From an optimization exercise on the open Yosys and OpenROAD flow, aimed at small area; shortcuts taken in it are not production practice. The RTL was checked by simulation tests, not by an equivalence proof against the original design. The clock port is modelled as an ideal driver; clocking choices that lean on that would not hold on a real chip.

==> module state_machine_game, before the edit <==
module state_machine_game #(parameter CLKS_PER_SEC = 25000000, parameter GAME_LIMIT = 6)(
    input i_clk,
    input i_rst,
    input i_switch_1,
    input i_switch_2,
    input i_switch_3,
    input i_switch_4,
    input i_release_1,   
    input i_release_2,
    input i_release_3,
    input i_release_4,
    output reg [3:0] o_score,
    output o_led_1,
    output o_led_2,
    output o_led_3,
    output o_led_4
    );
    localparam START = 3'd0;
    localparam PATTERN_OFF = 3'd2;
    localparam PATTERN_SHOW = 3'd3;
    localparam WAIT_PLAYER = 3'd1;
    localparam INCR_SCORE = 3'd4;
    localparam LOSER = 3'd5;
    localparam WINNER = 3'd6;
    localparam [2:0] CODE_0 = 3'd1;
    localparam [3:0] SCORE_WIN = 4'hA;
    localparam [3:0] SCORE_LOSE = 4'h8;
    reg[2:0] r_sm_main;
    reg r_toggle, r_button_dv, r_release;
    reg[13:0] r_pattern;
    wire [21:0] w_lfsr_data;
    reg[2:0] r_index;
    reg[1:0] r_release_raw;  
    reg[1:0] r_button_raw;   
    wire w_count_en, w_toggle;
    reg [1:0] w_pat_raw;
    always @(*)
        case (r_index)
            3'd1: w_pat_raw = r_pattern[1:0];
            3'd5: w_pat_raw = r_pattern[3:2];
            3'd4: w_pat_raw = r_pattern[5:4];
            3'd6: w_pat_raw = r_pattern[7:6];
            3'd2: w_pat_raw = r_pattern[9:8];
            3'd3: w_pat_raw = r_pattern[11:10];
            3'd0: w_pat_raw = r_pattern[13:12];
            default: w_pat_raw = r_pattern[7:6];
        endcase
    wire [2:0] w_index_next = {~r_index[1], ~r_index[0], ~((r_index[0] & r_index[1]) | r_index[2])};
    wire [2:0] w_score_next = {~o_score[1], ~o_score[0], ~((o_score[0] & o_score[1]) | o_score[2])};
    wire w_fall = !w_toggle & r_toggle;
    wire w_last = (o_score[2:0] == r_index);
    always @(posedge i_clk)
    begin
        if(i_rst)
        begin
            o_score <= {1'b0, CODE_0};
            r_sm_main <= START;
        end
        else if(i_switch_1 & i_switch_2)
            r_sm_main <= START;
        else
        begin
            case(r_sm_main)
                START:
                begin
                    if(!i_switch_1 & !i_switch_2 & r_button_dv)
                    begin
                        o_score <= {1'b0, CODE_0};
                        r_index <= CODE_0;
                        r_sm_main <= PATTERN_OFF;
                    end
                end
                PATTERN_OFF:
                begin
                    if(w_fall)
                        r_sm_main <= PATTERN_SHOW;
                end
                PATTERN_SHOW:
                begin
                    if(w_fall)
                        if(w_last)
                        begin
                            r_index <= CODE_0;
                            r_sm_main <= WAIT_PLAYER;
                        end
                        else
                        begin
                            r_index <= w_index_next;
                            r_sm_main <= PATTERN_OFF;
                        end
                end
                WAIT_PLAYER:
                begin
                    if(r_button_dv)
                        if(w_pat_raw != r_button_raw)
                            r_sm_main <= LOSER;
                        else if(w_last)
                        begin
                            r_index <= CODE_0;
                            r_sm_main <= INCR_SCORE;
                        end
                        else
                            r_index <= w_index_next;
                end
                INCR_SCORE:
                begin
                    o_score <= {1'b0, w_score_next};
                    if(o_score[2:0] == 3'd0)  
                        r_sm_main <= WINNER;
                    else
                        r_sm_main <= PATTERN_OFF;
                end
                WINNER:
                    o_score <= SCORE_WIN;
                LOSER:
                    o_score <= SCORE_LOSE;
                default:
                    r_sm_main <= START;
            endcase
        end
    end
    always @(posedge i_clk)
    begin
        if(r_sm_main == START)
            r_pattern <= w_lfsr_data[13:0];
    end
    wire w_show = (r_sm_main == PATTERN_SHOW);
    assign o_led_1 = (w_show & (w_pat_raw == 2'b10)) | i_switch_1;
    assign o_led_2 = (w_show & (w_pat_raw == 2'b11)) | i_switch_2;
    assign o_led_3 = (w_show & (w_pat_raw == 2'b00)) | i_switch_3;
    assign o_led_4 = (w_show & (w_pat_raw == 2'b01)) | i_switch_4;
    always @(posedge i_clk)
    begin
        r_toggle <= w_toggle;
        r_release <= !i_rst & (i_release_1 | i_release_2 | i_release_3 | i_release_4);
        r_release_raw[1] <= i_release_1 | i_release_2;
        r_release_raw[0] <= !i_release_1 & (i_release_2 | !i_release_3);
        r_button_dv <= !i_rst & r_release;
        r_button_raw <= r_release_raw;
    end
    assign w_count_en = r_sm_main[2:1] == 2'b01;  
    count_and_toggle #(.COUNT_LIMIT(CLKS_PER_SEC/4)) count_inst(
        .i_clk(i_clk),
        .i_rst(i_rst),
        .i_enable(w_count_en),
        .o_toggle(w_toggle)
    );
    lfsr_22 lfsr_inst(
        .i_clk(i_clk),
        .i_rst(i_rst),
        .o_lfsr_data(w_lfsr_data)
    );
endmodule
clock: 10.0 ns
lec_check: 0
cap_margin: 20
core_margin: 2
core_utilization: 60
slew_margin: 20
standard.sh (not shown) runs the stock make flow with config.mk's settings and CLKGATE_MAP_FILE= SYNTH_SCRIPT=/design/flow/synth_recipe.tcl, a recipe that flattens the netlist after the stock synthesis.
==> flow/flow/run.sh <==
#!/bin/bash
# Own layout flow: the standard flow (standard.sh, ORFS) with these changes:
#  - synthesis is the standard synthesis script (synth_recipe.tcl, sourced
#    unchanged) except that Yosys's abc call uses flow/area.abc, an
#    area-oriented mapping script, instead of ORFS's abc_speed.script; the
#    flip-flops are mapped before abc, so registers, names and cell types are
#    those of the standard synthesis;
#  - ports are buffered with the smallest buffer (buf_1);
set -euo pipefail
HERE=$(cd "$(dirname "$0")" && pwd)
WORK=$(pwd)
cat > "$WORK/own_synth.tcl" <<EOT
proc abc {args} {
  set i [lsearch \$args -script]
  if {\$i >= 0} { set args [lreplace \$args \$i [expr {\$i + 1}] -script $HERE/area.abc] }
  yosys abc {*}\$args
}
source $WORK/synth_recipe.tcl
EOT
sed "s#SYNTH_SCRIPT=[^ ]*#SYNTH_SCRIPT=$WORK/own_synth.tcl#" standard.sh > own_standard.sh
grep -q "SYNTH_SCRIPT=$WORK/own_synth.tcl" own_standard.sh
export BUFFER_PORTS_ARGS="-buffer_cell sky130_fd_sc_hd__buf_1"
export CTS_ARGS="$(cat "$HERE/cts_args.txt")"
export POST_CTS_TCL="$HERE/post_cts.tcl"
bash own_standard.sh > standard_flow.log 2>&1
Other scripts of this flow, unchanged in this note and not shown: flow/flow/area.abc, flow/flow/cts_args.txt, flow/flow/post_cts.tcl
Edit:
--- a/flow/design.v
+++ b/flow/design.v
@@ -108,5 +108,5 @@
     output o_led_4
     );
-    localparam START = 3'd0;
+    localparam START = 3'd7;
     localparam PATTERN_OFF = 3'd2;
     localparam PATTERN_SHOW = 3'd3;
@@ -231,5 +231,5 @@
         r_button_raw <= r_release_raw;
     end
-    assign w_count_en = r_sm_main[2:1] == 2'b01;  
+    assign w_count_en = (r_sm_main == PATTERN_OFF) | (r_sm_main == PATTERN_SHOW);
     count_and_toggle #(.COUNT_LIMIT(CLKS_PER_SEC/4)) count_inst(
         .i_clk(i_clk),
After rerunning: Final cell count barely changes. Die area went down by 0.43%. Synthesized area went down by 0.44%. Maximum frequency went up by 0.73%. Flip-flop and latch count is unchanged. Routed wire length went up by 8.1%. Clock skew is about the same. Critical path depth is unchanged. Synthesized cell count is unchanged. Design area went down by 0.48%.

[static timing again, ports no longer ideal]
No port has a modelled driver above. Below, the same layouts with a new extraction and two added sets of constraints. Step 1 (the two cells are an assumption about what drives the block):
set clk [get_ports {i_clk}]
set_driving_cell -lib_cell sky130_fd_sc_hd__clkbuf_16 $clk
set_driving_cell -lib_cell sky130_fd_sc_hd__buf_2 [delete_from_list [all_inputs] $clk]
Step 2 adds t to the input delays and takes it off the output delays; t is the mean of the earliest and latest rising clock arrival at the registers after step 1. Input paths then give back, and output paths get back, about the clock's delay inside the block. Three values: ideal ports, drivers, drivers and shift; two values: the first two.
run	shift t [ns]	setup WS [ns]	worst setup path after step 2	latest minus earliest clock arrival (ns)	pins driven straight from the clock port
the first run	0.513	5.602 / 5.576 / 6.089	register to output	0.027 / 0.028	1
the second run	0.444	5.634 / 5.605 / 6.049	register to output	0.026 / 0.026	1
After both steps every run listed still meets setup and hold.
